From an optimization exercise on the open Yosys and OpenROAD flow, aimed at small area; shortcuts taken in it are not production practice.
Function was checked by simulation only, so behaviour that the tests miss may differ from the original.
No driver is modelled on the clock port, so clocking that relies on it looks cheaper here than on a real chip.
Power and IR drop assume default switching activity.

`flow/run.sh`:
```
#!/bin/bash
# Layout flow: the standard flow (standard.sh) with
#  - synthesis mapped by an area-oriented ABC script (flow/my_synth.tcl),
#  - clock tree synthesis without dummy loads, with small clock buffers,
#  - the smallest buffer for the port buffers.
# Each tool writes its full log under orfs/logs/; make's output goes to run.log.
set -euo pipefail
W=$PWD
export MY_ABC_SCRIPT=$W/flow/area.abc
export FLOW_SYNTH_TCL=$W/synth_recipe.tcl
CTS="-sink_clustering_enable -repair_clock_nets -dont_use_dummy_load -buf_list sky130_fd_sc_hd__clkbuf_16 -sink_clustering_size 30 -sink_clustering_max_diameter 100"
bash standard.sh SYNTH_SCRIPT=$W/flow/my_synth.tcl "CTS_ARGS=$CTS" \
  "BUFFER_PORTS_ARGS=-buffer_cell sky130_fd_sc_hd__buf_1" finish > run.log 2>&1
```
`standard.sh`:
```
#!/bin/bash
# synth_recipe.tcl (not shown) runs the flow's synth.tcl, then flattens the netlist and writes it again
# the make line also repeats each setting of config.mk as NAME=value (left out here)
make -C /OpenROAD-flow-scripts/flow DESIGN_CONFIG=/design/flow/config.mk WORK_HOME=/design/flow/orfs CLKGATE_MAP_FILE= SYNTH_SCRIPT=/design/flow/synth_recipe.tcl "${@:-finish}"
```
`constraint.sdc`:
```
create_clock -name core_clock -period 50.0 [get_ports {clk}]
set_input_delay 10.0000 -clock core_clock [delete_from_list [all_inputs] [get_ports {clk}]]
set_output_delay 10.0000 -clock core_clock [all_outputs]
set_load 0.01 [all_outputs]
```
`flow/area.abc`:
```
strash
&get -n
&deepsyn -I 4 -J 20 -S 1
&st
&dch
&nf -R 1000
&put
topo
```
`design.v`:
```
module median_filter (
    input rst,
    input [7:0] image_input,
    input enable,
    input enable_process,
    input clk,
    output [7:0] image_output
);
    localparam Depth = 8;  
    localparam Width = 6;  
    localparam N = Depth*Width;
    reg [8*N-1:0] ring;
    reg [5:0] k;
    wire [8*N-1:0] ring_next;
    wire rotate = enable_process & ~enable;  
    wire shift = enable | enable_process;
    ring_step #(.N(N)) step (.ring(ring), .image_input(image_input),
        .load(enable), .rotate(rotate), .shift(shift), .hold(~shift),
        .ring_next(ring_next));
    always @(posedge clk)
        ring <= ring_next;
    always @(posedge clk, posedge rst) begin
        if (rst)
            k <= 6'b111111;
        else if (enable_process)
            k <= k + 6'd1;
    end
    wire top    = (k[2:0] == 3'd0);
    wire bottom = (k[2:0] == 3'd7);
    wire left   = (k[5:3] == 3'd0);
    wire right  = (k[5:3] == 3'd5);
    wire [7:0] x [0:8];
    wire [8:0] valid;
    assign x[0] = ring[7:0];  assign valid[0] = 1'b1;               
    assign x[1] = ring[15:8];  assign valid[1] = ~top;               
    assign x[2] = ring[383:376]; assign valid[2] = ~bottom;            
    assign x[3] = ring[71:64];  assign valid[3] = ~left;              
    assign x[4] = ring[327:320]; assign valid[4] = ~right;             
    assign x[5] = ring[79:72];  assign valid[5] = ~(top | left);      
    assign x[6] = ring[63:56];  assign valid[6] = ~(bottom | left);   
    assign x[7] = ring[335:328]; assign valid[7] = ~(top | right);     
    assign x[8] = ring[319:312]; assign valid[8] = ~(bottom | right);  
    function maj9(input [8:0] v);
        reg lo0, lo1, lo2, me0, me1, me2, hi0, hi1, hi2;
        begin
            lo0 = v[0] & v[1] & v[2]; me0 = (v[0] & v[1]) | (v[0] & v[2]) | (v[1] & v[2]); hi0 = v[0] | v[1] | v[2];
            lo1 = v[3] & v[4] & v[5]; me1 = (v[3] & v[4]) | (v[3] & v[5]) | (v[4] & v[5]); hi1 = v[3] | v[4] | v[5];
            lo2 = v[6] & v[7] & v[8]; me2 = (v[6] & v[7]) | (v[6] & v[8]) | (v[7] & v[8]); hi2 = v[6] | v[7] | v[8];
            lo0 = lo0 | lo1 | lo2;
            me0 = (me0 & me1) | (me0 & me2) | (me1 & me2);
            hi0 = hi0 & hi1 & hi2;
            maj9 = (lo0 & me0) | (lo0 & hi0) | (me0 & hi0);
        end
    endfunction
    reg [8:0] e, lo, hi;
    reg [7:0] m;
    integer b;
    always @* begin
        lo = ~valid;
        hi = 9'd0;
        for (b = 7; b >= 0; b = b - 1) begin
            e = hi | (~lo & {x[8][b], x[7][b], x[6][b], x[5][b], x[4][b],
                             x[3][b], x[2][b], x[1][b], x[0][b]});
            m[b] = maj9(e);
            hi = hi | (e & {9{~m[b]}});
            lo = lo | (~e & {9{m[b]}});
        end
    end
    assign image_output = m;
endmodule
module ring_step #(parameter N = 48) (
    input [8*N-1:0] ring,
    input [7:0] image_input,
    input load,
    input rotate,
    input shift,
    input hold,
    output [8*N-1:0] ring_next
);
    assign ring_next[7:0] = ({8{load}} & image_input) | ({8{rotate}} & ring[8*N-1 -: 8]) |
                            ({8{hold}} & ring[7:0]);
    assign ring_next[8*N-1:8] = ({8*N-8{shift}} & ring[8*N-9:0]) | ({8*N-8{hold}} & ring[8*N-1:8]);
endmodule
```
`flow/my_synth.tcl`:
```
# The standard synthesis (synth_recipe.tcl, sourced unchanged below) with
# one change: the final technology mapping (the abc command of ORFS's
# synth.tcl) uses the area-oriented ABC script MY_ABC_SCRIPT in place of
# ORFS's, without ABC's buffering and up-sizing. Registers are mapped before
# this step (dfflibmap), so they are the standard synthesis's.
proc abc {args} {
  set i [lsearch -exact $args -script]
  if {$i >= 0} { lset args [expr {$i + 1}] $::env(MY_ABC_SCRIPT) }
  puts "abc with $::env(MY_ABC_SCRIPT): $args"
  yosys abc {*}$args
}
source $::env(FLOW_SYNTH_TCL)
```
`config.mk`:
```
export PLATFORM = sky130hd
export DESIGN_NAME = median_filter
export DESIGN_NICKNAME = median_filter
export VERILOG_FILES = /design/flow/design.v
export SDC_FILE = /design/flow/constraint.sdc
export NUM_CORES = 8
export LEC_CHECK = 0
export ABC_AREA = 1
export CAP_MARGIN = 20
export CORE_MARGIN = 2
export CORE_UTILIZATION = 60
export GPL_ROUTABILITY_DRIVEN = 0
export GPL_TIMING_DRIVEN = 0
export PLACE_DENSITY = 0.7
export SLEW_MARGIN = 20
export SYNTH_HIERARCHICAL = 1
```
==> results of run 1 <==
==> where the power goes <==
part / internal (mW) / switching [mW] / leakage (nW)
Clock: 0.0582 / 0.0879 / 0.197
Sequential: 0.367 / 0.0340 / 3.21
Combinational: 0.112 / 0.161 / 2.49
Total: 0.537 / 0.283 / 5.89
==> metrics by stage <==
stage                     setup slack [ns]  instances  area, µm²  utilization  hold WS, ns
final                                23.80       1523      14600        0.667        0.454
after global routing                 22.53       1523      14600        0.667        0.478
after CTS                            24.06       1523      14600        0.667        0.446
after detailed placement             24.61       1507      14200        0.649        0.448
after global placement                5.74       1495      13900        0.635        0.446
after floorplan                      17.15       1196      13500            -        0.440
==> routing by layer <==
| layer | global-route usage | vias up | wire, µm |
|---|---|---|---|
| met5 | 0 | - | 0 |
| met4 | 0.0503 | 0 | 546 |
| met3 | 0.0206 | 30 | 585 |
| met2 | 0.308 | 114 | 9930 |
| met1 | 0.317 | 4483 | 13200 |
| li1 | - | 4787 | - |
==> worst max-delay path, delay by kind of cell, from the launching register on <==
kind,cells,cell delay (ns)
buf+inv,8,2.11
fa+ha+maj,11,3.99
flops,1,0.58
compound gates,25,6.83
simple gates,15,2.17
==> cell families after synthesis <==
kind of cell,after synthesis,share of synthesized area
muxes,1,0.000832
xor gates and xnor gates,4,0.00259
adders and majority gates,23,0.0176
buffers and inverters,35,0.00971
and+or+nand+nor,194,0.0603
AOI/OAI and AO/OA,549,0.329
DFF,390,0.580
==> registers in the layout, indices dropped and copies added (netlist names) <==
name and flops:
ring 384, k 6
==> how the worst max path moves through the flow <==
stage	startpoint	end	slack [ns]	cells after the start
after floorplan	enable	ring[0]	17.15	4
after global placement	enable	ring[6]	5.74	5
after detailed placement	k[0]	image_output[0]	24.61	60
after CTS	k[0]	image_output[0]	24.06	58
after global routing	k[0]	image_output[0]	22.53	63
final	k[0]	image_output[0]	23.80	59
==> cell usage in the layout (no fill, tap or decap), types with 2 or more instances in the layout <==
cell type  synthesis  layout
a222oi_1           8       8
nand4_1            2       2
nor3_1            19      19
clkbuf_16          0      16
ha_1               3       3
clkinv_1          35      34
dfstp_2            6       6
a31oi_1           17      17
a21o_1            12      12
nand2_1          106     106
a21oi_1           28      27
o211ai_1          10      10
buf_12             0       2
a221oi_1           2       2
o211a_1            4       4
xor2_1             2       2
a22oi_1            2       2
and2_0             5       5
dfxtp_1          384     384
xnor2_1            2       2
nand2b_1           2       2
nor2_1            33      33
a32oi_1            8       8
nor2b_1            5       5
buf_16             0       8
o22ai_1            2       2
maj3_1            20      20
a311o_1            2       2
o21ai_0           43      42
a22o_1           383     383
a21boi_0           4       3
nand3_1           21      21
buf_1              0      19
o21a_1            20      20
==> area by class of cell <==
type / instances / area share
flip-flops and latches: 390 / 0.536
multi-input cells: 771 / 0.380
clock buffers: 16 / 0.0273
repair buffers: 31 / 0.0239
well taps: 280 / 0.0239
inverters: 35 / 0.00931
==> results.txt, run 1 <==
* Critical path class: register to primary output
* Row count at 54
* Top cells by count, synth: dfxtp_1, a22o_1, nand2_1
* Root Buffer: clkbuf_16
* Vias in the first global route at 8,644
* Asr flop ratio synth at 0.0154
* Final period utilization at 0.524
* Worst slew pin tran at roughly 0.85 ns
* Reg-to-reg setup timing slack at 48.64 ns
* Setup Total Neg Slack at 0 ns
* Fmax at 38.2 MHz
* Clock Skew at 0.0295 ns
* Core Region at 0.0220 mm²
* Outcome: finished clean
* Total CTS buffers at 16
* Number of synthesized flops with an enable pin at 0
* Synth Warn # at 7
* First-pass GRT wire length at 42,000 µm
* Via-to-Cell Ratio at 6.18
* Worst slew margin at 0.432
* Chip Width at 154 µm
* # diodes at 0
* CTS Hold Buffers Added at 0
* Overall Power at about 0.82 mW
* Storage cell area at ~0.0078 mm²
* Post-route ant nets at 0
* Total Wirelength at 24,300 µm
* Initial Util at 0.616
* Worst R2R Start: k[0]
* Initial antenna violation count at 0
* Total grt overflow at 0
* Reg-to-reg critical path endpoint: k[2]
* FF-to-FF path depth at 3
* Worst-Skew Late Latency at approximately 0.52 ns
* Vias post-DR at between 9,000 and 10,000
* Critical path's slowest cell: a21boi_1
* Setup crit end kind: primary output
* Most frequent cell after synthesis: dfxtp_1
* Unrepaired setup endpoints after global routing: no
* Mean Syn Cell Area at around 11 µm²
* Post-cts sizing count at 0
* Worst EP arrival at about 16 ns
* Detailed placer's ending HPWL at between 15,000 and 20,000 µm
* Synth Instances at between 1,000 and 1,500
* Post-synthesis cell type count at 36
* Setup bufs post-CTS at 0
* DRT Pass-1 Iters at 6
* All-layer global routing usage at 0.205
* Height of the die at roughly 150 µm
* Final hold vios at 0
* Cells on Worst Hold Path at 1
* Max Cap Viol at 0
* Clk slew on worst S/H paths at between 0.1 and 0.15 ns
* Post-synthesis net count at ~1,200
* CTS tree: done
* Largest net degree at the start of global routing at about 110
* # IOs at 20
* Worst Path Max Fanout at 18
* Post-Syn Area at approximately 0.014 mm²
* CP Launch Type: register
* Post-synth top area cell: dfxtp_1
* Layout cell share with drive strength beyond 1 at 0.0306
* Hold WC Path Type: register to register
* Top_reg_cell synth: dfxtp_1
* Hold worst-path end: ring[306]
* Multi-input logic area at between 0.005 and 0.006 mm²
* Port buffer count at 19
* Min-delay src: ring[298]
* Synth top area share at 0.568
* DRC at 0
* Nets at approximately 1,300
* Area Overhead vs Synth at 8.26%
* CP required at approximately 40 ns
* Setup-violating endpoint count in the final report at 0
* Worst path most repeated cell: maj3_1
* Seq cells post-synth at roughly 400
* Leak at slightly below 6 nW
* CP max stage delay at about 0.7 ns
* Pwr Density at 56.0 mW/mm²
* Iter 0 DRT Violations at ~670
* Sequential fraction of the synthesis area at 0.580
* Longest Clk Path Bufs at 3
* Fillers at roughly 1,700
* Full die area at approximately 0.024 mm²
* H-Tree Depth at 1
* Clk sinks at 390
* Final Critical Period at 26.20 ns
* VDD IR max at approximately 37 µV
* DR WL/cell at approximately 16 µm
* Ranking of synthesized cells by area: dfxtp_1, a22o_1, nand2_1, o21ai_0, maj3_1
* Pins Over Slew Limit at 0
==> inputs of run 2 (changes only) <==
--- a/flow/run.sh
+++ b/flow/run.sh
@@ -9,5 +9,5 @@
 export MY_ABC_SCRIPT=$W/flow/area.abc
 export FLOW_SYNTH_TCL=$W/synth_recipe.tcl
-CTS="-sink_clustering_enable -repair_clock_nets -dont_use_dummy_load -buf_list sky130_fd_sc_hd__clkbuf_16 -sink_clustering_size 30 -sink_clustering_max_diameter 100"
+CTS="-sink_clustering_enable -repair_clock_nets -dont_use_dummy_load -buf_list sky130_fd_sc_hd__clkbuf_8 -sink_clustering_size 18 -sink_clustering_max_diameter 80"
 bash standard.sh SYNTH_SCRIPT=$W/flow/my_synth.tcl "CTS_ARGS=$CTS" \
   "BUFFER_PORTS_ARGS=-buffer_cell sky130_fd_sc_hd__buf_1" finish > run.log 2>&1
==> run 2 against run 1 <==
Synthesized cell count unchanged. Register-to-register slack barely moved. Largest power group unchanged. Still clean on timing, DRC and antenna. Highest routed layer unchanged. Routed wire length fell by 0.28%. Critical path type unchanged.
==> results.txt, run 2 <==
* Largest regs: ring (384), k (6)
* Initial antenna violation count at 0 (unchanged)
* Post-synthesis net count at 1,211 (unchanged)
* Port buffer count at 19 (unchanged)
* FF-to-FF path depth at 3 (unchanged)
* Most frequent cell after synthesis: dfxtp_1
* Height of the die at 154 µm (unchanged)
* Setup crit end kind: primary output
* Final period utilization at 0.526 (+0.00187)
* Total Wirelength at 24,200 µm (-0.28%)
* Largest net degree at the start of global routing at 112 (unchanged)
* First-pass GRT wire length at 41,900 µm (-0.13%)
* All-layer global routing usage at 0.204 (-0.000716)
* Min Hold Slack at 0.450 ns (-0.00364 ns)
* Longest Clk Path Bufs at 3 (unchanged)
* Pwr Density at 55.3 mW/mm² (-1.2%)
* # diodes at 0 (unchanged)
* Synth Warn # at 7 (unchanged)
* Synth Instances at 1,196 (unchanged)
* Hold worst-path end: ring[199]
* Overall Power at 0.807 mW (-1.6%)
* Asr flop ratio synth at 0.0154 (unchanged)
* Layout cell share with drive strength beyond 1 at 0.0375 (+0.00697)
* Multi-input logic area at 0.00556 mm² (unchanged)
* Most common cell after layout, fill and taps aside: dfxtp_1
* Top_reg_cell synth: dfxtp_1
* Reg-to-reg critical path endpoint: k[2]
* Critical path class: register to primary output
* Clk slew on worst S/H paths at 0.11 ns (about the same)
* Vias in the first global route at 8,650 (+0.069%)
* Crit path from: k[0]
* Sequential fraction of the synthesis area at 0.580 (unchanged)
* CP Launch Type: register
* Leak at 5.88 nW (-0.30%)
* Row count at 54 (unchanged)
* Pins Over Slew Limit at 0 (unchanged)
* Post-cts sizing count at 0 (unchanged)
* Clock Skew at 0.0232 ns (-0.00626 ns)
* Post-route ant nets at 0 (unchanged)
* Worst Path Max Fanout at 18 (unchanged)
* Detailed placer's ending HPWL at 15,300 µm (unchanged)
* Reg-to-reg setup timing slack at 48.64 ns (about the same)
* DR WL/cell at 15.8 µm (-0.87%)
* Setup Total Neg Slack at 0 ns (unchanged)
* Critical path's slowest cell: a21boi_1
* DRC at 0 (unchanged)
* Chip Width at 154 µm (unchanged)
* Ranking of synthesized cells by area: dfxtp_1, a22o_1, nand2_1, o21ai_0, maj3_1
* Initial Util at 0.616 (unchanged)
* Root Buffer: clkbuf_8
* Worst EP arrival at 16.29 ns (+0.09 ns)
* Max reg flops at 384 (unchanged)
* VDD IR max at 34.9 µV (-6.0%)
* Total grt overflow at 0 (unchanged)
* Most frequent cells in the layout: dfxtp_1, a22o_1, nand2_1
* CTS tree: done
* Clk sinks at 390 (unchanged)
* Post-Syn Area at 0.0135 mm² (unchanged)
* Nets at 1,269 (+0.71%)
* Via-to-Cell Ratio at 6.15 (-0.51%)
* Iter 0 DRT Violations at 647 (-3.1%)
* Final core utilization at 0.664 (-0.00257)
* Final hold vios at 0 (unchanged)
* Max Cap Viol at 0 (unchanged)
* Final Critical Period at 26.29 ns (+0.0936 ns)
* Mean Syn Cell Area at 11.3 µm² (unchanged)
* Number of synthesized flops with an enable pin at 0 (unchanged)
* Worst slew pin tran at 0.856 ns (+0.00631 ns)
* Setup bufs post-CTS at 0 (unchanged)
* Post-synth top area cell: dfxtp_1
* CP max stage delay at 0.72 ns (about the same)
* Vias post-DR at 9,421 (+0.074%)
* Worst slew margin at 0.428 (-0.00422)
* Full die area at 0.0238 mm² (unchanged)
* Storage cell area at 0.00785 mm² (unchanged)
* Worst R2R Start: k[0]
* Setup-violating endpoint count in the final report at 0 (unchanged)
* Fmax at 38.0 MHz (-0.36%)
* Top cells by count, synth: dfxtp_1, a22o_1, nand2_1
* Outcome: finished clean
* Biggest register: ring
* Synth top area share at 0.568 (unchanged)
* DRT Pass-1 Iters at 5 (-1)
* Core Region at 0.0220 mm² (unchanged)
* Cells on Worst Hold Path at 1 (unchanged)
* Min-delay src: ring[191]
* Worst-Skew Late Latency at 0.55 ns (+0.03 ns)
* Worst path most repeated cell: maj3_1
* Fillers at 1,744 (-0.29%)
* H-Tree Depth at 1 (unchanged)
* Hold WC Path Type: register to register
* Unrepaired setup endpoints after global routing: no
* Seq cells post-synth at 390 (unchanged)
* Area Overhead vs Synth at 7.84%
* CP required at 40.00 ns (about the same)
* CTS Hold Buffers Added at 0 (unchanged)
* # IOs at 20 (unchanged)
* Post-synthesis cell type count at 36 (unchanged)
* Total CTS buffers at 25 (+9)
==> run 2: cell count changes in the layout (fill, tap and decap cells not counted), sizes merged <==
cell,previous run,this run
clkbuf,16,25
==> run 2: worst max-delay path: cells and delay by family, from the launching register on <==
family                   cells  cell delay [ns]
AND/OR/NAND/NOR             16             2.19
AO/OA/AOI/OAI               25             6.72
flip-flops                   1             0.58
buffers and inverters        9             2.25
adder cells (fa/ha/maj)     11             3.98
==> run 2: cell families after synthesis <==
logic type      count (synthesis)  share of synthesized area
compound gates                549                      0.329
flops                         390                      0.580
simple gates                  194                     0.0603
buf+inv                        35                    0.00971
fa+ha+maj                      23                     0.0176
xor+xnor                        4                    0.00259
mux                             1                   0.000832
==> run 2: cell type report <==
type	instances	area share
tap	280	0.0240
inverter	35	0.00935
clock buffer	25	0.0236
multi-input combinational	771	0.381
timing repair buffer	31	0.0240
sequential	390	0.538
==> run 2: how the worst max path moves through the flow <==
stage / to / slack, ns / cells after the start
6_report: image_output[0] / 23.71 / 61
5_1_grt: image_output[0] / 22.44 / 63
3_3_place_gp: ring[6] / 5.74 / 5
2_1_floorplan: ring[0] / 17.15 / 4
3_5_place_dp: image_output[0] / 24.61 / 60
4_1_cts: image_output[0] / 23.96 / 58
==> run 2: per-stage QoR <==
stage               cell area (µm²)  std cells  setup WS (ns)
finish                        14600       1532          23.71
global route                  14600       1532          22.44
CTS                           14600       1532          23.96
detailed placement            14200       1507          24.61
global placement              13900       1495           5.74
floorplan                     13500       1196          17.15
==> run 2: metal layers <==
layer / routed length (µm) / track usage / up-vias
met2: 9790 / 0.303 / 141
met1: 13200 / 0.316 / 4442
met4: 327 / 0.0445 / 0
met5: 0 / 0 / -
li1: - / - / 4809
met3: 909 / 0.0279 / 29
==> run 2: where the power goes <==
group	switching (mW)	internal, mW	total, mW
registers	0.0338	0.367	0.401
clock network	0.0874	0.0451	0.132
logic	0.162	0.112	0.273
total	0.283	0.524	0.807
==> inputs of run 3 (changes only) <==
==> flow/run.sh (replaced) <==
#!/bin/bash
# Layout flow: the standard flow (standard.sh) with
#  - synthesis mapped by an area-oriented ABC script (flow/my_synth.tcl,
#    flow/area.abc); registers are the standard synthesis's,
#  - clock tree synthesis without dummy loads, with small clock buffers,
#  - the smallest buffer for the port buffers,
# Each tool writes its full log under orfs/logs/; make's output goes to run.log.
set -euo pipefail
W=$PWD
export MY_ABC_SCRIPT=$W/flow/area.abc
export FLOW_SYNTH_TCL=$W/synth_recipe.tcl
CTS="-sink_clustering_enable -repair_clock_nets -dont_use_dummy_load -buf_list sky130_fd_sc_hd__clkbuf_8 -sink_clustering_size 20 -sink_clustering_max_diameter 60"
bash standard.sh SYNTH_SCRIPT=$W/flow/my_synth.tcl "CTS_ARGS=$CTS" \
  "BUFFER_PORTS_ARGS=-buffer_cell sky130_fd_sc_hd__buf_1" \
  finish > run.log 2>&1
--- a/config.mk
+++ b/config.mk
@@ -10,6 +10,4 @@
 export CORE_MARGIN = 2
 export CORE_UTILIZATION = 60
-export GPL_ROUTABILITY_DRIVEN = 0
-export GPL_TIMING_DRIVEN = 0
 export PLACE_DENSITY = 0.7
 export SLEW_MARGIN = 20
==> run 3 against run 2 <==
Synthesized area did not move. Sequential cell count did not move. Critical path type unchanged. Via count barely moved. Synthesized cell count did not move. Maximum frequency rose by 4.2%. Critical endpoint unchanged. Die area did not move. Hold slack got worse by 0.019 ns. Cell area fell by 1.4%. Critical path depth fell by 3. Total power fell by 0.15%. Sequential power barely moved.
==> results.txt, run 3 <==
* RD Place Congestion at 0.862
* Total grt overflow at 0 (unchanged)
* Detailed placer's ending HPWL at 15,800 µm (+3.5%)
* Layout cell share with drive strength beyond 1 at 0.0345 (-0.00308)
* Critical path class: register to primary output
* Port buffer count at 19 (unchanged)
* Most common cell after layout, fill and taps aside: dfxtp_1
* Setup bufs post-CTS at 0 (unchanged)
* Vias post-DR at 9,415 (-0.064%)
* Clk slew on worst S/H paths at 0.11 ns (about the same)
* Max reg flops at 384 (unchanged)
* Post-Place Setup Slack at 24.69 ns (+0.0737 ns)
* Fmax at 39.6 MHz (+4.2%)
* Synth Warn # at 7 (unchanged)
* Row count at 54 (unchanged)
* Multi-input logic area at 0.00557 mm² (+0.16%)
* Post-synth top area cell: dfxtp_1
* Setup crit end kind: primary output
* Worst slew margin at 0.308 (-0.120)
* Post-cts sizing count at 0 (unchanged)
* Clk sinks at 390 (unchanged)
* Storage cell area at 0.00785 mm² (unchanged)
* Synth Instances at 1,196 (unchanged)
* Number of synthesized flops with an enable pin at 0 (unchanged)
* DR WL/cell at 16.5 µm (+4.7%)
* Top cells by count, synth: dfxtp_1, a22o_1, nand2_1
* Final period utilization at 0.504 (-0.0213)
* Worst EP arrival at 15.22 ns (-1.07 ns)
* Core Region at 0.0220 mm² (unchanged)
* # IOs at 20 (unchanged)
* First-pass GRT wire length at 42,400 µm (+1.1%)
* Critical path's slowest cell: a21boi_1
* CTS tree: done
* Root Buffer: clkbuf_8
* Largest net degree at the start of global routing at 188 (+68%)
* Top_reg_cell synth: dfxtp_1
* Most frequent cell after synthesis: dfxtp_1
* Most frequent cells in the layout: dfxtp_1, a22o_1, nand2_1
* All-layer global routing usage at 0.209 (+0.00517)
* Ranking of synthesized cells by area: dfxtp_1, a22o_1, nand2_1, o21ai_0, maj3_1
* Buf+Inv Stages, Crit Path at 7 (-2)
* Via-to-Cell Ratio at 6.16 (+0.20%)
* Mean Syn Cell Area at 11.3 µm² (unchanged)
* Total CTS buffers at 26 (+4.0%)
* CP max stage delay at 0.67 ns (-0.05 ns)
* Final hold vios at 0 (unchanged)
* Longest Clk Path Bufs at 3 (unchanged)
* Pwr Density at 56.0 mW/mm² (+1.2%)
* Post-synthesis net count at 1,211 (unchanged)
* Worst-Skew Late Latency at 0.60 ns (+0.05 ns)
* Total Wirelength at 25,300 µm (+4.4%)
* Nets at 1,265 (-0.32%)
* DRC at 0 (unchanged)
* Outcome: finished clean
* Height of the die at 154 µm (unchanged)
* Seq cells post-synth at 390 (unchanged)
* H-Tree Depth at 1 (unchanged)
* Final worst-path setup slack at 24.78 ns (+1.07 ns)
* Overall Power at 0.806 mW (-0.15%)
* Unrepaired setup endpoints after global routing: no
* Iter 0 DRT Violations at 600 (-7.3%)
* Largest regs: ring (384), k (6)
* Setup Total Neg Slack at 0 ns (unchanged)
* Post-Syn Area at 0.0135 mm² (unchanged)
* Post-route ant nets at 0 (unchanged)
* Largest delay share family, worst path: compound AO/OA/AOI/OAI gates
* # diodes at 0 (unchanged)
* Min Hold Slack at 0.431 ns (-0.0195 ns)
* Asr flop ratio synth at 0.0154 (unchanged)
* Fillers at 1,818 (+4.2%)
* Worst Path Max Fanout at 19 (+1)
* DRT Pass-1 Iters at 5 (unchanged)
* Worst path most repeated cell: maj3_1
* Final Critical Period at 25.22 ns (-1.07 ns)
* Post-synthesis cell type count at 36 (unchanged)
* Clock Skew at 0.108 ns (+0.0851 ns)
* Chip Width at 154 µm (unchanged)
* CTS Hold Buffers Added at 0 (unchanged)
* Synth top area share at 0.568 (unchanged)
* Sequential fraction of the synthesis area at 0.580 (unchanged)
* Setup-violating endpoint count in the final report at 0 (unchanged)
* CP Launch Type: register
* Full die area at 0.0238 mm² (unchanged)
* Area Overhead vs Synth at 6.35%
* VDD IR max at 30.0 µV (-14%)
* Vias in the first global route at 8,496 (-1.8%)
* CP required at 40.00 ns (about the same)
* Hold WC Path Type: register to register
* Initial antenna violation count at 0 (unchanged)
* Max Cap Viol at 0 (unchanged)
* Pins Over Slew Limit at 0 (unchanged)
* Worst slew pin tran at 1.04 ns (+0.182 ns)
* Biggest register: ring
* Initial Util at 0.616 (unchanged)
* Leak at 5.79 nW (-1.5%)
-- run 3: kinds of logic after synthesis --
group           share of synthesized area
compound gates                      0.329
flops                               0.580
simple gates                       0.0603
buf+inv                           0.00971
fa+ha+maj                          0.0176
xor+xnor                          0.00259
mux                              0.000832
-- run 3: layout make-up --
class	count	area share
Sequential cell	390	0.545
Multi-Input combinational cell	771	0.387
Timing Repair Buffer	26	0.00861
Tap cell	280	0.0244
Inverter	35	0.00965
Clock buffer	26	0.0249
-- run 3: final timing paths --
kind	endpoint	depth (start not counted)	from	slack, ns
hold / removal	ring[206]	1	ring[198]	0.43
min in group asynchronous	k[2]	2	rst	9.49
setup / recovery	image_output[0]	58	k[0]	24.78
max in group asynchronous	k[1]	2	rst	40.46
setup reg to reg	k[2]	3	k[0]	48.67
hold reg to reg	ring[206]	1	ring[198]	0.43
-- run 3: worst register-to-register path, stage by stage, from the launching register on --
cell	delay [ns]
dfstp_2	0.58
ha_1	0.18
ha_1	0.23
mux2_1	0.29
-- run 3: power breakdown --
group / internal (mW) / switching [mW]
registers: 0.367 / 0.0350
clock network: 0.0466 / 0.0870
logic: 0.108 / 0.161
-- run 3: metal layers --
layer | up-vias | share of wire | track usage
met4 | 0 | 0.022 | 0.0521
li1 | 4792 | - | -
met2 | 121 | 0.41 | 0.301
met3 | 37 | 0.026 | 0.0265
met1 | 4465 | 0.54 | 0.331
met5 | - | 0 | 0
-- run 3: through the flow --
step	util	std cells	instance area, µm²
2_1_floorplan	-	1196	13500
3_3_place_gp	0.638	1502	14000
3_5_place_dp	0.638	1502	14000
4_1_cts	0.655	1528	14400
5_1_grt	0.655	1528	14400
6_report	0.655	1528	14400
==> inputs of run 4 (changes only) <==
--- a/flow/run.sh
+++ b/flow/run.sh
@@ -10,5 +10,5 @@
 export MY_ABC_SCRIPT=$W/flow/area.abc
 export FLOW_SYNTH_TCL=$W/synth_recipe.tcl
-CTS="-sink_clustering_enable -repair_clock_nets -dont_use_dummy_load -buf_list sky130_fd_sc_hd__clkbuf_8 -sink_clustering_size 20 -sink_clustering_max_diameter 60"
+CTS="-sink_clustering_enable -repair_clock_nets -dont_use_dummy_load -buf_list sky130_fd_sc_hd__clkbuf_4 -sink_clustering_size 12 -sink_clustering_max_diameter 55"
 bash standard.sh SYNTH_SCRIPT=$W/flow/my_synth.tcl "CTS_ARGS=$CTS" \
   "BUFFER_PORTS_ARGS=-buffer_cell sky130_fd_sc_hd__buf_1" \
==> run 4 against run 3 <==
Highest routed layer unchanged. Sequential share of layout area increased by 0.24 points. Via count increased by 1.3%. Worst setup slack worse by 0.17 ns. Maximum frequency is 0.67% lower. Register-to-register slack worse by 0.04 ns. Cell area is 0.43% lower. Non-clock buffer count stayed put. Global-route usage up 0.30 points. Clock power shrank 7%. Die area is the same. Still clean on timing, DRC and antenna. Critical path type unchanged.
==> results.txt, run 4 <==
* Outcome: finished clean
* DR WL/cell at 16.5 µm (about the same)
* Setup crit end kind: primary output
* Setup bufs post-CTS at 0 (unchanged)
* Initial antenna violation count at 1 (+1)
* Pwr Density at 55.7 mW/mm² (-0.62%)
* DRT Pass-1 Iters at 5 (unchanged)
* CTS Hold Buffers Added at 0 (unchanged)
* Most common cell after layout, fill and taps aside: dfxtp_1
* Top_reg_cell synth: dfxtp_1
* Final period utilization at 0.508 (+0.00342)
* Largest delay share family, worst path: compound AO/OA/AOI/OAI gates
* Fillers at 1,834 (+0.88%)
* Final core utilization at 0.652 (-0.00285)
* Hold WC Path Type: register to register
* Post-cts sizing count at 0 (unchanged)
* Sequential fraction of the synthesis area at 0.580 (unchanged)
* Port buffer count at 19 (unchanged)
* CP required at 40.00 ns (about the same)
* Worst R2R Start: k[0]
* Crit path from: k[0]
* # IOs at 20 (unchanged)
* Reg-to-reg setup timing slack at 48.63 ns (-0.04 ns)
* Min-delay src: ring[207]
* Clock Skew at 0.0777 ns (-0.0306 ns)
* Vias in the first global route at 8,630 (+1.6%)
* Final Critical Period at 25.39 ns (+0.171 ns)
* Longest Clk Path Bufs at 3 (unchanged)
* Most frequent cell after synthesis: dfxtp_1
* Post-synthesis cell type count at 36 (unchanged)
* Placed inst area at 0.0140 mm² (unchanged)
* Largest net degree at the start of global routing at 188 (unchanged)
* Post-synthesis net count at 1,211 (unchanged)
* Chip Width at 154 µm (unchanged)
* Synth Instances at 1,196 (unchanged)
* Pins Over Slew Limit at 0 (unchanged)
* Fmax at 39.4 MHz (-0.67%)
* Critical path's slowest cell: a21boi_1
* Synth top area share at 0.568 (unchanged)
* Worst EP arrival at 15.39 ns (+0.17 ns)
* Layout cell share with drive strength beyond 1 at 0.0444 (+0.00995)
* Area Overhead vs Synth at 5.89%
* Worst path most repeated cell: maj3_1
* RD Place Congestion at 0.862 (unchanged)
* Clock power frac at 0.157 (-0.009)
* Full die area at 0.0238 mm² (unchanged)
* Largest regs: ring (384), k (6)
* Leak at 5.78 nW (-0.13%)
* Storage cell area at 0.00785 mm² (unchanged)
* Worst Path Max Fanout at 19 (unchanged)
* Total grt overflow at 0 (unchanged)
* Vias post-DR at 9,538 (+1.3%)
* Root Buffer: clkbuf_4
* Initial Util at 0.616 (unchanged)
* Seq pwr share at 0.504 (+0.005)
* Detailed placer's ending HPWL at 15,800 µm (unchanged)
* Buf+Inv Stages, Crit Path at 7 (unchanged)
* Worst-Skew Late Latency at 0.68 ns (+0.08 ns)
* Row count at 54 (unchanged)
* H-Tree Depth at 2 (+1)
* Total Wirelength at 25,500 µm (+0.82%)
* Sw Pwr at 0.285 mW (+0.71%)
* Height of the die at 154 µm (unchanged)
* Max reg flops at 384 (unchanged)
* Via-to-Cell Ratio at 6.19 (+0.39%)
* Asr flop ratio synth at 0.0154 (unchanged)
* Most frequent cells in the layout: dfxtp_1, a22o_1, nand2_1
* Seq cells post-synth at 390 (unchanged)
* Total CTS buffers at 39 (+50%)
* Biggest register: ring
* VDD IR max at 30.9 µV (+2.9%)
* Mean Syn Cell Area at 11.3 µm² (unchanged)
* CTS tree: done
* Number of synthesized flops with an enable pin at 0 (unchanged)
* Top cells by count, synth: dfxtp_1, a22o_1, nand2_1
* Post-Syn Area at 0.0135 mm² (unchanged)
* CP max stage delay at 0.67 ns (about the same)
* Clk slew on worst S/H paths at 0.12 ns (about the same)
* Ranking of synthesized cells by area: dfxtp_1, a22o_1, nand2_1, o21ai_0, maj3_1
* Worst slew pin tran at 1.01 ns (-0.0269 ns)
* Max Cap Viol at 0 (unchanged)
* Post-route ant nets at 0 (unchanged)
* First-pass GRT wire length at 42,600 µm (+0.49%)
* Final hold vios at 0 (unchanged)
* Iter 0 DRT Violations at 614 (+2.3%)
* Synth Warn # at 7 (unchanged)
* Post-synth top area cell: dfxtp_1
* CP Launch Type: register
* Nets at 1,278 (+1.0%)
* Combinational share of power at 0.339 (+0.004)
* Internal cell power at 0.512 mW (-2.0%)
* Critical path class: register to primary output
* DRC at 0 (unchanged)
* Unrepaired setup endpoints after global routing: no
* Design Area, Final at 0.0143 mm² (-0.43%)
* Multi-input logic area at 0.00557 mm² (unchanged)
* All-layer global routing usage at 0.212 (+0.00298)
* Worst slew margin at 0.326 (+0.0179)
* Switching Share at 0.358 (+0.00624)
* Clk sinks at 390 (unchanged)
* Setup-violating endpoint count in the final report at 0 (unchanged)
* Setup Total Neg Slack at 0 ns (unchanged)
* Core Region at 0.0220 mm² (unchanged)
==> run 4: layer usage <==
metal / wire length [µm] / global-route usage / up-vias / part of all wire
met4: 531 / 0.0659 / 0 / 0.021
met1: 13700 / 0.328 / 4514 / 0.54
met5: 0 / 0 / - / 0
li1: - / - / 4850 / -
met2: 10400 / 0.301 / 126 / 0.41
met3: 869 / 0.0361 / 48 / 0.034
==> run 4: path summary, 6_finish.rpt <==
path | cells past startpoint | endpoint
worst max-delay path | 58 | image_output[0]
worst min-delay path | 1 | ring[215]
worst max register to register | 3 | k[2]
worst min register to register | 1 | ring[215]
max in group asynchronous | 2 | k[4]
min in group asynchronous | 2 | k[0]
==> run 4: final cells by class <==
type	instances	area share
Antenna cell	1	0.000175
Clock buffer	39	0.0204
Inverter	35	0.00970
Multi-Input combinational cell	771	0.389
Sequential cell	390	0.548
Tap cell	280	0.0245
Timing Repair Buffer	26	0.00865
==> run 4: through the flow <==
| stage | worst slack (ns) | power [mW] | hold slack, ns | std cells |
|---|---|---|---|---|
| floorplan | 17.15 | 0.610 | 0.440 | 1196 |
| global placement | 25.01 | 0.668 | 0.445 | 1502 |
| detailed placement | 24.69 | 0.673 | 0.450 | 1502 |
| CTS | 23.90 | 0.799 | 0.450 | 1541 |
| global route | 23.03 | 0.855 | 0.472 | 1542 |
| finish | 24.61 | 0.797 | 0.455 | 1542 |
==> run 4: cells by family after synthesis <==
family | share of synthesized area
adders and majority gates | 0.0176
DFF | 0.580
muxes | 0.000832
buffers and inverters | 0.00971
xor gates and xnor gates | 0.00259
and+or+nand+nor | 0.0603
AOI/OAI and AO/OA | 0.329
==> run 4: power by group through the flow <==
| stage | clock network [mW] | registers (mW) | logic, mW |
|---|---|---|---|
| finish | 0.125 | 0.402 | 0.270 |
| global route | 0.142 | 0.409 | 0.304 |
| CTS | 0.131 | 0.402 | 0.267 |
| detailed placement | 0 | 0.408 | 0.265 |
| global placement | 0 | 0.407 | 0.261 |
| floorplan | 0 | 0.398 | 0.212 |
==> run 4: worst register-to-register path, cell delays in order (launching register included) <==
cell and delay (ns):
dfstp_2 0.59, ha_1 0.18, ha_1 0.23, mux2_1 0.29
==> inputs of run 5 (changes only) <==
--- a/flow/run.sh
+++ b/flow/run.sh
@@ -10,5 +10,5 @@
 export MY_ABC_SCRIPT=$W/flow/area.abc
 export FLOW_SYNTH_TCL=$W/synth_recipe.tcl
-CTS="-sink_clustering_enable -repair_clock_nets -dont_use_dummy_load -buf_list sky130_fd_sc_hd__clkbuf_4 -sink_clustering_size 12 -sink_clustering_max_diameter 55"
+CTS="-sink_clustering_enable -repair_clock_nets -dont_use_dummy_load -buf_list sky130_fd_sc_hd__clkbuf_4 -sink_clustering_size 11 -sink_clustering_max_diameter 45"
 bash standard.sh SYNTH_SCRIPT=$W/flow/my_synth.tcl "CTS_ARGS=$CTS" \
   "BUFFER_PORTS_ARGS=-buffer_cell sky130_fd_sc_hd__buf_1" \
==> run 5 against run 4 <==
Still clean on timing, DRC and antenna. Critical path depth did not move. Routed wire length is essentially flat. First-iteration DRC count is 3.9% higher. Total power is 0.48% higher. Sequential share of layout area decreased by 0.11 points. Core utilization up 0.14 points. Register-to-register slack gained 0.03 ns. Synthesized cell count did not move. Clock power is 3% higher. Combinational power hardly changed. Hold slack improved by 0.0096 ns. Critical path type unchanged. Largest power group unchanged.
==> results.txt, run 5 <==
* Final Critical Period at 25.36 ns (-0.0309 ns)
* CTS tree: done
* Top_reg_cell synth: dfxtp_1
* Max Cap Viol at 0 (unchanged)
* Critical path class: register to primary output
* Largest delay share family, worst path: compound AO/OA/AOI/OAI gates
* Detailed placer's ending HPWL at 15,800 µm (unchanged)
* Leak at 5.80 nW (+0.32%)
* Buf+Inv Stages, Crit Path at 7 (unchanged)
* CTS Hold Buffers Added at 0 (unchanged)
* Seq cells post-synth at 390 (unchanged)
* Number of cells on the critical path at 58 (unchanged)
* Asr flop ratio synth at 0.0154 (unchanged)
* Unrepaired setup endpoints after global routing: no
* Reg-to-reg critical path endpoint: k[2]
* Post-synthesis cell type count at 36 (unchanged)
* Setup crit end kind: primary output
* Ranking of synthesized cells by area: dfxtp_1, a22o_1, nand2_1, o21ai_0, maj3_1
* Setup Total Neg Slack at 0 ns (unchanged)
* Post-Place Setup Slack at 24.69 ns (unchanged)
* Setup bufs post-CTS at 0 (unchanged)
* Longest Clk Path Bufs at 3 (unchanged)
* # IOs at 20 (unchanged)
* CP max stage delay at 0.67 ns (about the same)
* Total CTS buffers at 43 (+10%)
* Core Region at 0.0220 mm² (unchanged)
* Post-Syn Area at 0.0135 mm² (unchanged)
* Fmax at 39.4 MHz (+0.12%)
* Vias post-DR at 9,573 (+0.37%)
* Mean Syn Cell Area at 11.3 µm² (unchanged)
* Post-Place Cells at 1,502 (unchanged)
* Worst slew margin at 0.307 (-0.0186)
* All-layer global routing usage at 0.212 (+0.000365)
* Outcome: finished clean
* Chip Width at 154 µm (unchanged)
* Initial antenna violation count at 1 (unchanged)
* Row count at 54 (unchanged)
* CP required at 40.00 ns (about the same)
* Clk slew on worst S/H paths at 0.11 ns (about the same)
* Finished Layout Cells at 1,546 (+0.26%)
* FF-to-FF path depth at 3 (unchanged)
* Final period utilization at 0.507 (-0.000618)
* Clock Skew at 0.0484 ns (-0.0293 ns)
* Via-to-Cell Ratio at 6.19 (+0.11%)
* Worst R2R Start: k[0]
* Total grt overflow at 0 (unchanged)
* Reg-to-reg setup timing slack at 48.66 ns (+0.03 ns)
* Full die area at 0.0238 mm² (unchanged)
* Max reg flops at 384 (unchanged)
* Number of synthesized flops with an enable pin at 0 (unchanged)
* Area Overhead vs Synth at 6.11%
* Setup-violating endpoint count in the final report at 0 (unchanged)
* Root Buffer: clkbuf_4
* Final hold vios at 0 (unchanged)
* Port buffer count at 19 (unchanged)
* Worst Path Max Fanout at 19 (unchanged)
* Synth Warn # at 7 (unchanged)
* Most frequent cells in the layout: dfxtp_1, a22o_1, nand2_1
* DRC at 0 (unchanged)
* Pins Over Slew Limit at 0 (unchanged)
* First-pass GRT wire length at 42,800 µm (+0.34%)
* Height of the die at 154 µm (unchanged)
* Sequential fraction of the synthesis area at 0.580 (unchanged)
* Layout cell share with drive strength beyond 1 at 0.0474 (+0.00302)
* H-Tree Depth at 2 (unchanged)
* DR WL/cell at 16.5 µm (-0.34%)
* CP Launch Type: register
* Largest net degree at the start of global routing at 188 (unchanged)
* Iter 0 DRT Violations at 638 (+3.9%)
* Worst-Skew Late Latency at 0.66 ns (-0.02 ns)
* Post-route ant nets at 0 (unchanged)
* RD Place Congestion at 0.862 (unchanged)
* DRT Pass-1 Iters at 6 (+1)
* Worst path most repeated cell: maj3_1
* Most common cell after layout, fill and taps aside: dfxtp_1
* Post-synth top area cell: dfxtp_1
* Total Wirelength at 25,500 µm (about the same)
* Worst setup path end: image_output[0]
* Synth Instances at 1,196 (unchanged)
* Synth top area share at 0.568 (unchanged)
* Largest regs: ring (384), k (6)
* Pwr Density at 55.8 mW/mm² (+0.27%)
* Clk sinks at 390 (unchanged)
* Crit path from: k[0]
* Initial Util at 0.616 (unchanged)
* Post-cts sizing count at 0 (unchanged)
* Vias in the first global route at 8,679 (+0.57%)
* Critical path's slowest cell: a21boi_1
* Nets at 1,282 (+0.31%)
* Biggest register: ring
* VDD IR max at 29.7 µV (-3.9%)
* Hold WC Path Type: register to register
* Top cells by count, synth: dfxtp_1, a22o_1, nand2_1
* Min Hold Slack at 0.464 ns (+0.00956 ns)
* Most frequent cell after synthesis: dfxtp_1
* Final worst-path setup slack at 24.64 ns (+0.0309 ns)
* Post-synthesis net count at 1,211 (unchanged)
* Worst slew pin tran at 1.04 ns (+0.0278 ns)
* Worst EP arrival at 15.36 ns (-0.03 ns)
[run 5: cell counts after synthesis]
Identical to the previous run, type by type.
[run 5: area by class of cell]
cell class                      instances  area, µm²
Antenna cell                            1       2.50
Inverter                               35        139
Sequential cell                       390       7850
Multi-Input combinational cell        771       5570
Clock buffer                           43        323
Fill cell                            1826       7600
Timing Repair Buffer                   26        124
Tap cell                              280        350
[run 5: kinds of logic after synthesis]
family | synth area share
buf+inv | 0.00971
xor+xnor | 0.00259
fa+ha+maj | 0.0176
simple gates | 0.0603
flops | 0.580
mux | 0.000832
compound gates | 0.329
[run 5: routing by layer]
layer,up-vias,share of wire,global-route usage
met2,148,0.41,0.302
met5,-,0,0
met4,0,0.017,0.0668
li1,4850,-,-
met1,4537,0.53,0.328
met3,38,0.037,0.0358
[run 5: how the worst min path moves through the flow]
| stage | start | end | slack (ns) | cells past startpoint |
|---|---|---|---|---|
| after floorplan | ring[92] | ring[100] | 0.44 | 1 |
| after global placement | ring[39] | ring[47] | 0.45 | 1 |
| after detailed placement | ring[310] | ring[318] | 0.45 | 1 |
| after CTS | ring[343] | ring[351] | 0.47 | 1 |
| after global routing | ring[310] | ring[318] | 0.47 | 1 |
| final | ring[45] | ring[53] | 0.46 | 1 |
[run 5: stage by stage]
stage               power [mW]   util  area, µm²
CTS                      0.804  0.653      14300
floorplan                0.610      -      13500
finish                   0.801  0.654      14400
detailed placement       0.673  0.638      14000
global route             0.860  0.654      14400
global placement         0.668  0.638      14000
[run 5: worst reg2reg max path, stage by stage (launching register included)]
cell,delay (ns)
dfstp_2,0.58
ha_1,0.18
ha_1,0.23
mux2_1,0.30
[run 5: power breakdown]
group | leakage, nW | internal [mW] | switching [mW] | total (mW)
sequential | 3.21 | 0.367 | 0.0348 | 0.402
combinational | 2.39 | 0.108 | 0.162 | 0.270
clock | 0.198 | 0.0398 | 0.0890 | 0.129
total | 5.80 | 0.515 | 0.286 | 0.801
==> inputs of run 6 (changes only) <==
--- a/flow/run.sh
+++ b/flow/run.sh
@@ -5,4 +5,5 @@
 #  - clock tree synthesis without dummy loads, with small clock buffers,
 #  - the smallest buffer for the port buffers,
+#  - no large buffers or inverters in the resizer's repairs (flow/small_bufs.tcl).
 # Each tool writes its full log under orfs/logs/; make's output goes to run.log.
 set -euo pipefail
@@ -11,5 +12,7 @@
 export FLOW_SYNTH_TCL=$W/synth_recipe.tcl
 CTS="-sink_clustering_enable -repair_clock_nets -dont_use_dummy_load -buf_list sky130_fd_sc_hd__clkbuf_4 -sink_clustering_size 11 -sink_clustering_max_diameter 45"
+HOOK=$W/flow/small_bufs.tcl
 bash standard.sh SYNTH_SCRIPT=$W/flow/my_synth.tcl "CTS_ARGS=$CTS" \
   "BUFFER_PORTS_ARGS=-buffer_cell sky130_fd_sc_hd__buf_1" \
+  \
   finish > run.log 2>&1
==> flow/small_bufs.tcl (new file) <==
set_dont_use [get_lib_cells {sky130_fd_sc_hd__buf_6 sky130_fd_sc_hd__buf_8 sky130_fd_sc_hd__buf_12 sky130_fd_sc_hd__buf_16 sky130_fd_sc_hd__bufinv_8 sky130_fd_sc_hd__bufinv_16 sky130_fd_sc_hd__bufbuf_8 sky130_fd_sc_hd__bufbuf_16 sky130_fd_sc_hd__inv_8 sky130_fd_sc_hd__inv_12 sky130_fd_sc_hd__inv_16}]
==> run 6 against run 5 <==
Die area is the same. Sequential share of layout area unchanged. Clock power about the same. Sequential power about the same. Synthesized area did not move. Sequential cell count is the same. Global-route usage unchanged. Final cell count unchanged. Critical path depth stayed put. Routed wire length stayed put. Cell area unchanged.
==> results.txt, run 6 <==
* Worst-Skew Late Latency at 0.66 ns (about the same)
* Final Critical Period at 25.36 ns (unchanged)
* Clk slew on worst S/H paths at 0.11 ns (about the same)
* Reg-to-reg setup timing slack at 48.66 ns (about the same)
* DRT Pass-1 Iters at 6 (unchanged)
* RD Place Congestion at 0.862 (unchanged)
* Setup bufs post-CTS at 0 (unchanged)
* Post-synthesis cell type count at 36 (unchanged)
* Final hold vios at 0 (unchanged)
* Vias post-DR at 9,573 (unchanged)
* Hold WC Path Type: register to register
* Layout cell share with drive strength beyond 1 at 0.0474 (unchanged)
* VDD IR max at 29.7 µV (unchanged)
* Fillers at 1,826 (unchanged)
* Longest Clk Path Bufs at 3 (unchanged)
* Height of the die at 154 µm (unchanged)
* Ranking of synthesized cells by area: dfxtp_1, a22o_1, nand2_1, o21ai_0, maj3_1
* CP Launch Type: register
* Critical path's slowest cell: a21boi_1
* Initial antenna violation count at 1 (unchanged)
* Worst EP arrival at 15.36 ns (about the same)
* Root Buffer: clkbuf_4
* Post-synthesis net count at 1,211 (unchanged)
* Via-to-Cell Ratio at 6.19 (unchanged)
* Post-Syn Area at 0.0135 mm² (unchanged)
* Setup Total Neg Slack at 0 ns (unchanged)
* Total Wirelength at 25,500 µm (unchanged)
* Pins Over Slew Limit at 0 (unchanged)
* Initial Util at 0.616 (unchanged)
* Iter 0 DRT Violations at 638 (unchanged)
* Most common cell after layout, fill and taps aside: dfxtp_1
* CP required at 40.00 ns (about the same)
* First-pass GRT wire length at 42,800 µm (unchanged)
* Final period utilization at 0.507 (unchanged)
* Final core utilization at 0.654 (unchanged)
* Clock Skew at 0.0484 ns (unchanged)
* Post-cts sizing count at 0 (unchanged)
* Finished Layout Cells at 1,546 (unchanged)
* Worst path most repeated cell: maj3_1
* Max reg flops at 384 (unchanged)
* Number of synthesized flops with an enable pin at 0 (unchanged)
* Largest regs: ring (384), k (6)
* Setup crit end kind: primary output
* Most frequent cells in the layout: dfxtp_1, a22o_1, nand2_1
* Worst slew pin tran at 1.04 ns (unchanged)
* Setup-violating endpoint count in the final report at 0 (unchanged)
* Fmax at 39.4 MHz (unchanged)
* Max Cap Viol at 0 (unchanged)
* Total grt overflow at 0 (unchanged)
* DR WL/cell at 16.5 µm (unchanged)
* Worst Path Max Fanout at 19 (unchanged)
* DRC at 0 (unchanged)
* Leak at 5.80 nW (unchanged)
* Vias in the first global route at 8,679 (unchanged)
* Top cells by count, synth: dfxtp_1, a22o_1, nand2_1
* # IOs at 20 (unchanged)
* Post-synth top area cell: dfxtp_1
* H-Tree Depth at 2 (unchanged)
* Chip Width at 154 µm (unchanged)
* Critical path class: register to primary output
* Row count at 54 (unchanged)
* Nets at 1,282 (unchanged)
* Pwr Density at 55.8 mW/mm² (unchanged)
* CTS Hold Buffers Added at 0 (unchanged)
* Full die area at 0.0238 mm² (unchanged)
* All-layer global routing usage at 0.212 (unchanged)
* Port buffer count at 19 (unchanged)
* Core Region at 0.0220 mm² (unchanged)
* Area Overhead vs Synth at 6.11% (unchanged)
* Sequential fraction of the synthesis area at 0.580 (unchanged)
* CTS tree: done
* Top_reg_cell synth: dfxtp_1
* Unrepaired setup endpoints after global routing: no
* Worst slew margin at 0.307 (unchanged)
* Synth Instances at 1,196 (unchanged)
* Post-Place Cells at 1,502 (unchanged)
* Synth Warn # at 7 (unchanged)
* Largest net degree at the start of global routing at 188 (unchanged)
* Most frequent cell after synthesis: dfxtp_1
* Total CTS buffers at 43 (unchanged)
* Clk sinks at 390 (unchanged)
* Asr flop ratio synth at 0.0154 (unchanged)
* Biggest register: ring
* Outcome: finished clean
* CP max stage delay at 0.67 ns (about the same)
* Post-route ant nets at 0 (unchanged)
* Mean Syn Cell Area at 11.3 µm² (unchanged)
* Detailed placer's ending HPWL at 15,800 µm (unchanged)
* Synth top area share at 0.568 (unchanged)
* Seq cells post-synth at 390 (unchanged)
## run 6: cell counts after synthesis
Identical to the previous run, type by type.
## run 6: routing by layer
layer / share of wire / global-route usage
met1: 0.53 / 0.328
met2: 0.41 / 0.302
met3: 0.037 / 0.0358
met4: 0.017 / 0.0668
met5: 0 / 0
## run 6: final timing paths
kind,endpoint,startpoint,cells after the start
worst max register to register,k[2],k[0],3
worst max-delay path,image_output[0],k[0],58
worst min-delay path,ring[53],ring[45],1
min in group asynchronous,k[2],rst,2
max in group asynchronous,k[3],rst,2
worst min register to register,ring[53],ring[45],1
## run 6: cells by family (layout without fill, tap and decap cells)
family | count (synthesis) | after routing | share of synthesized area
flip-flops | 390 | 390 | 0.580
adder cells (fa/ha/maj) | 23 | 23 | 0.0176
AND/OR/NAND/NOR | 194 | 194 | 0.0603
other | 0 | 1 | 0
XOR/XNOR | 4 | 4 | 0.00259
multiplexers | 1 | 1 | 0.000832
buffers and inverters | 35 | 104 | 0.00971
AO/OA/AOI/OAI | 549 | 549 | 0.329
## run 6: critical path: cells and delay by family, from the launching register on
kind                       cells  cell delay [ns]
DFF                            1             0.58
adders and majority gates     12             4.10
AOI/OAI and AO/OA             24             6.15
and+or+nand+nor               15             2.05
buffers and inverters          7             1.81
## run 6: per-stage QoR
step                      setup slack [ns]  hold WS, ns  power (mW)  area (µm²)
after floorplan                      17.15        0.440       0.610       13500
after global placement               25.01        0.445       0.668       14000
after detailed placement             24.69        0.450       0.673       14000
after CTS                            23.92        0.472       0.804       14300
after global routing                 23.11        0.472       0.860       14400
final                                24.64        0.464       0.801       14400
## run 6: cell type report
type | instances | area [µm²] | share of cell area
Timing Repair Buffer | 26 | 124 | 0.00863
Inverter | 35 | 139 | 0.00967
Multi-Input combinational cell | 771 | 5570 | 0.388
Tap cell | 280 | 350 | 0.0244
Antenna cell | 1 | 2.50 | 0.000174
Clock buffer | 43 | 323 | 0.0225
Sequential cell | 390 | 7850 | 0.547
## run 6: where the power goes
part	switching, mW	internal, mW
registers	0.0348	0.367
clock network	0.0890	0.0398
logic	0.162	0.108
==> inputs of run 7 (changes only) <==
--- a/flow/run.sh
+++ b/flow/run.sh
@@ -15,4 +15,4 @@
 bash standard.sh SYNTH_SCRIPT=$W/flow/my_synth.tcl "CTS_ARGS=$CTS" \
   "BUFFER_PORTS_ARGS=-buffer_cell sky130_fd_sc_hd__buf_1" \
-  \
-  finish > run.log 2>&1
+  PRE_GLOBAL_PLACE_TCL=$HOOK PRE_RESIZE_TCL=$HOOK PRE_CTS_TCL=$HOOK \
+  PRE_GLOBAL_ROUTE_TCL=$HOOK PRE_DETAIL_ROUTE_TCL=$HOOK finish > run.log 2>&1
==> run 7 against run 6 <==
Maximum frequency is 1.0% lower. Largest power group unchanged. Hold slack worse by 0.014 ns. Count of clock-buffer cells in the layout is the same. Via count down 0.33%. Total power hardly changed. Clock skew grew 0.0077 ns. Critical path depth up 4. First-iteration DRC count rose by 18%. Cell area grew 0.21%. Die area unchanged. Sequential power about the same. Critical path type unchanged. Non-clock buffer count grew 3.
==> results.txt, run 7 <==
* Unrepaired setup endpoints after global routing: no
* Number of cells on the critical path at 62 (+6.9%)
* Port buffer count at 19 (unchanged)
* Synth Instances at 1,196 (unchanged)
* Largest delay share family, worst path: compound AO/OA/AOI/OAI gates
* Fillers at 1,788 (-2.1%)
* Synth top area share at 0.568 (unchanged)
* CP max stage delay at 0.62 ns (-0.05 ns)
* Min-delay src: ring[196]
* Setup Total Neg Slack at 0 ns (unchanged)
* Clock Skew at 0.0561 ns (+0.00765 ns)
* Synth Warn # at 7 (unchanged)
* CTS Hold Buffers Added at 0 (unchanged)
* Area Overhead vs Synth at 6.34%
* # IOs at 20 (unchanged)
* Critical path class: register to primary output
* Worst-Skew Late Latency at 0.67 ns (about the same)
* Fmax at 39.0 MHz (-1.0%)
* Sw Pwr at 0.285 mW (-0.23%)
* Asr flop ratio synth at 0.0154 (unchanged)
* Worst setup path end: image_output[0]
* Final Critical Period at 25.62 ns (+0.261 ns)
* Crit path from: k[0]
* Worst slew margin at 0.322 (+0.0152)
* Reg-to-reg setup timing slack at 48.59 ns (-0.07 ns)
* Via-to-Cell Ratio at 6.16 (-0.53%)
* Final period utilization at 0.512 (+0.00522)
* Top sig layer: met4
* Clock power frac at 0.161 (about the same)
* Mean Syn Cell Area at 11.3 µm² (unchanged)
* Post-synthesis cell type count at 36 (unchanged)
* Chip Width at 154 µm (unchanged)
* Total grt overflow at 0 (unchanged)
* Post-synth top area cell: dfxtp_1
* Initial antenna violation count at 1 (unchanged)
* DRT Pass-1 Iters at 5 (-1)
* Met1 Wirelength at 13,300 µm (-1.6%)
* Switching Share at 0.356 (-0.000833)
* Layout cell share with drive strength beyond 1 at 0.0473 (-0.000112)
* Clk sinks at 390 (unchanged)
* Clk slew on worst S/H paths at 0.11 ns (about the same)
* Setup crit end kind: primary output
* First-pass GRT wire length at 42,800 µm (+0.13%)
* Overall Power at 0.801 mW (about the same)
* Largest net degree at the start of global routing at 131 (-30%)
* Final worst-path setup slack at 24.38 ns (-0.261 ns)
* Post-Syn Area at 0.0135 mm² (unchanged)
* Vias in the first global route at 8,669 (-0.12%)
* Met3 wire length at 985 µm (+5.8%)
* Max reg flops at 384 (unchanged)
* Outcome: finished clean
* Buf+Inv Stages, Crit Path at 8 (+1)
* VDD IR max at 28.6 µV (-3.6%)
* Multi-input logic area at 0.00557 mm² (unchanged)
* DRC at 0 (unchanged)
* Setup-violating endpoint count in the final report at 0 (unchanged)
* Combinational share of power at 0.337 (about the same)
* CP required at 40.00 ns (about the same)
* Worst path most repeated cell: o21ai_0
* FF-to-FF path depth at 3 (unchanged)
* Top cells by count, synth: dfxtp_1, a22o_1, nand2_1
* Full die area at 0.0238 mm² (unchanged)
* Total Wirelength at 25,300 µm (-0.62%)
* Seq cells post-synth at 390 (unchanged)
* Worst slew pin tran at 1.02 ns (-0.0228 ns)
* Height of the die at 154 µm (unchanged)
* Hold WC Path Type: register to register
* Post-Place Setup Slack at 24.95 ns (+0.260 ns)
* Iter 0 DRT Violations at 755 (+18%)
* Total CTS buffers at 43 (unchanged)
* Vias post-DR at 9,541 (-0.33%)
* Nets at 1,285 (+0.23%)
* Min Hold Slack at 0.450 ns (-0.0143 ns)
* CTS tree: done
* Row count at 54 (unchanged)
* Worst EP arrival at 15.62 ns (+0.26 ns)
* All-layer global routing usage at 0.212 (-0.000621)
* Storage cell area at 0.00785 mm² (unchanged)
* Post-synthesis net count at 1,211 (unchanged)
* CP Launch Type: register
* Initial Util at 0.616 (unchanged)
* Post-cts sizing count at 0 (unchanged)
* Pwr Density at 55.7 mW/mm² (-0.21%)
* Number of synthesized flops with an enable pin at 0 (unchanged)
* Worst R2R Start: k[0]
* Most common cell after layout, fill and taps aside: dfxtp_1
* Reg-to-reg critical path endpoint: k[2]
* Sequential fraction of the synthesis area at 0.580 (unchanged)
* Setup bufs post-CTS at 0 (unchanged)
* Seq pwr share at 0.502 (about the same)
* Detailed placer's ending HPWL at 15,700 µm (-0.96%)
* Post-route ant nets at 0 (unchanged)
* Worst Path Max Fanout at 19 (unchanged)
* Top_reg_cell synth: dfxtp_1
* Leak at 5.81 nW (+0.16%)
* Internal cell power at 0.516 mW (+0.13%)
* Biggest register: ring
* Core Region at 0.0220 mm² (unchanged)
* Final hold vios at 0 (unchanged)
* Met2 wire length at 10,400 µm (-1.4%)
* Largest regs: ring (384), k (6)
* Final core utilization at 0.655 (+0.00137)
* Pins Over Slew Limit at 0 (unchanged)
* Ranking of synthesized cells by area: dfxtp_1, a22o_1, nand2_1, o21ai_0, maj3_1
* Max Cap Viol at 0 (unchanged)
* Most frequent cells in the layout: dfxtp_1, a22o_1, nand2_1
* Critical path's slowest cell: o31ai_4
* Most frequent cell after synthesis: dfxtp_1
* DR WL/cell at 16.3 µm (-0.81%)
* RD Place Congestion at 0.846 (-1.9%)
run 7: changes by cell type in the layout (fill, tap and decap cells not counted):
| cell | change |
|---|---|
| buf_1 | +3 |
| buf_4 | -3 |
| buf_2 | +1 |
| a21boi_1 | -1 |
| clkbuf_8 | +1 |
| clkbuf_16 | +1 |
| clkinv_4 | +1 |
| inv_8 | -1 |
| a21boi_0 | +1 |
run 7: how the worst min path moves through the flow:
stage / to / slack (ns) / cells past startpoint
after floorplan: ring[100] / 0.44 / 1
after global placement: ring[47] / 0.45 / 1
after detailed placement: ring[198] / 0.45 / 1
after CTS: ring[39] / 0.45 / 1
after global routing: ring[36] / 0.46 / 1
final: ring[204] / 0.45 / 1
run 7: final cells by class:
cell class	count	share of cell area
clock buffer	43	0.0224
antenna	1	0.000174
timing repair buffer	29	0.0109
multi-input combinational	771	0.387
tap	280	0.0244
sequential	390	0.545
inverter	35	0.00948
run 7: routing by layer:
layer,vias to the layer above,track usage
li1,4849,-
met1,4495,0.329
met2,144,0.299
met3,53,0.0335
met4,0,0.0708
met5,-,0
run 7: worst reg2reg max path, cell delays in order (launching register included):
cell	delay [ns]
dfstp_2	0.59
ha_1	0.20
ha_1	0.24
mux2_1	0.29
run 7: kinds of logic after synthesis:
| logic type | after synthesis | share of synthesized area |
|---|---|---|
| muxes | 1 | 0.000832 |
| DFF | 390 | 0.580 |
| and+or+nand+nor | 194 | 0.0603 |
| xor gates and xnor gates | 4 | 0.00259 |
| AOI/OAI and AO/OA | 549 | 0.329 |
| adders and majority gates | 23 | 0.0176 |
| buffers and inverters | 35 | 0.00971 |
run 7: power groups by stage:
stage	logic (mW)	clock network [mW]	registers, mW
6_report	0.270	0.129	0.402
5_1_grt	0.306	0.146	0.409
4_1_cts	0.268	0.136	0.402
3_5_place_dp	0.266	0	0.408
3_3_place_gp	0.263	0	0.407
2_1_floorplan	0.212	0	0.398
run 7: stage by stage:
stage	instance area, µm²	std cells
final	14400	1549
after floorplan	13500	1196
after CTS	14300	1547
after global routing	14400	1549
after global placement	14000	1504
after detailed placement	14000	1504

==> separate check: timing with driven ports <==
In the flow no input, the clock included, has a driving cell. The finished layouts below were timed again as built, in two steps. Step 1: set_driving_cell puts a clkbuf_16 on clk and a buf_2 on each other input, an assumption about the parent block. Step 2 times the ports against the registers' clock, not the clock port: input delays grow and output delays shrink by t, the midpoint of the rising clock arrivals with the driver on. Slacks: no drivers / after step 1 / after step 2; pairs: no drivers / after step 1.
run	t (ns)	setup WS [ns]	clock arrival spread, ns	worst slew at a driven data input, ns	cell pins on the clock port's net
run 1	0.549	23.805 / 23.757 / 24.306	0.033 / 0.034	0.03	1
run 2	0.589	23.711 / 23.671 / 24.260	0.035 / 0.034	0.03	1
run 3	0.584	24.777 / 24.735 / 25.318	0.117 / 0.117	0.03	1
run 4	0.679	24.606 / 24.564 / 25.243	0.080 / 0.080	0.03	1
run 5	0.681	24.637 / 24.595 / 25.276	0.051 / 0.050	0.03	1
run 6	0.681	24.637 / 24.595 / 25.276	0.051 / 0.050	0.03	1
run 7	0.681	24.376 / 24.332 / 25.014	0.058 / 0.057	0.03	1
After both steps setup and hold are still met in every run listed.
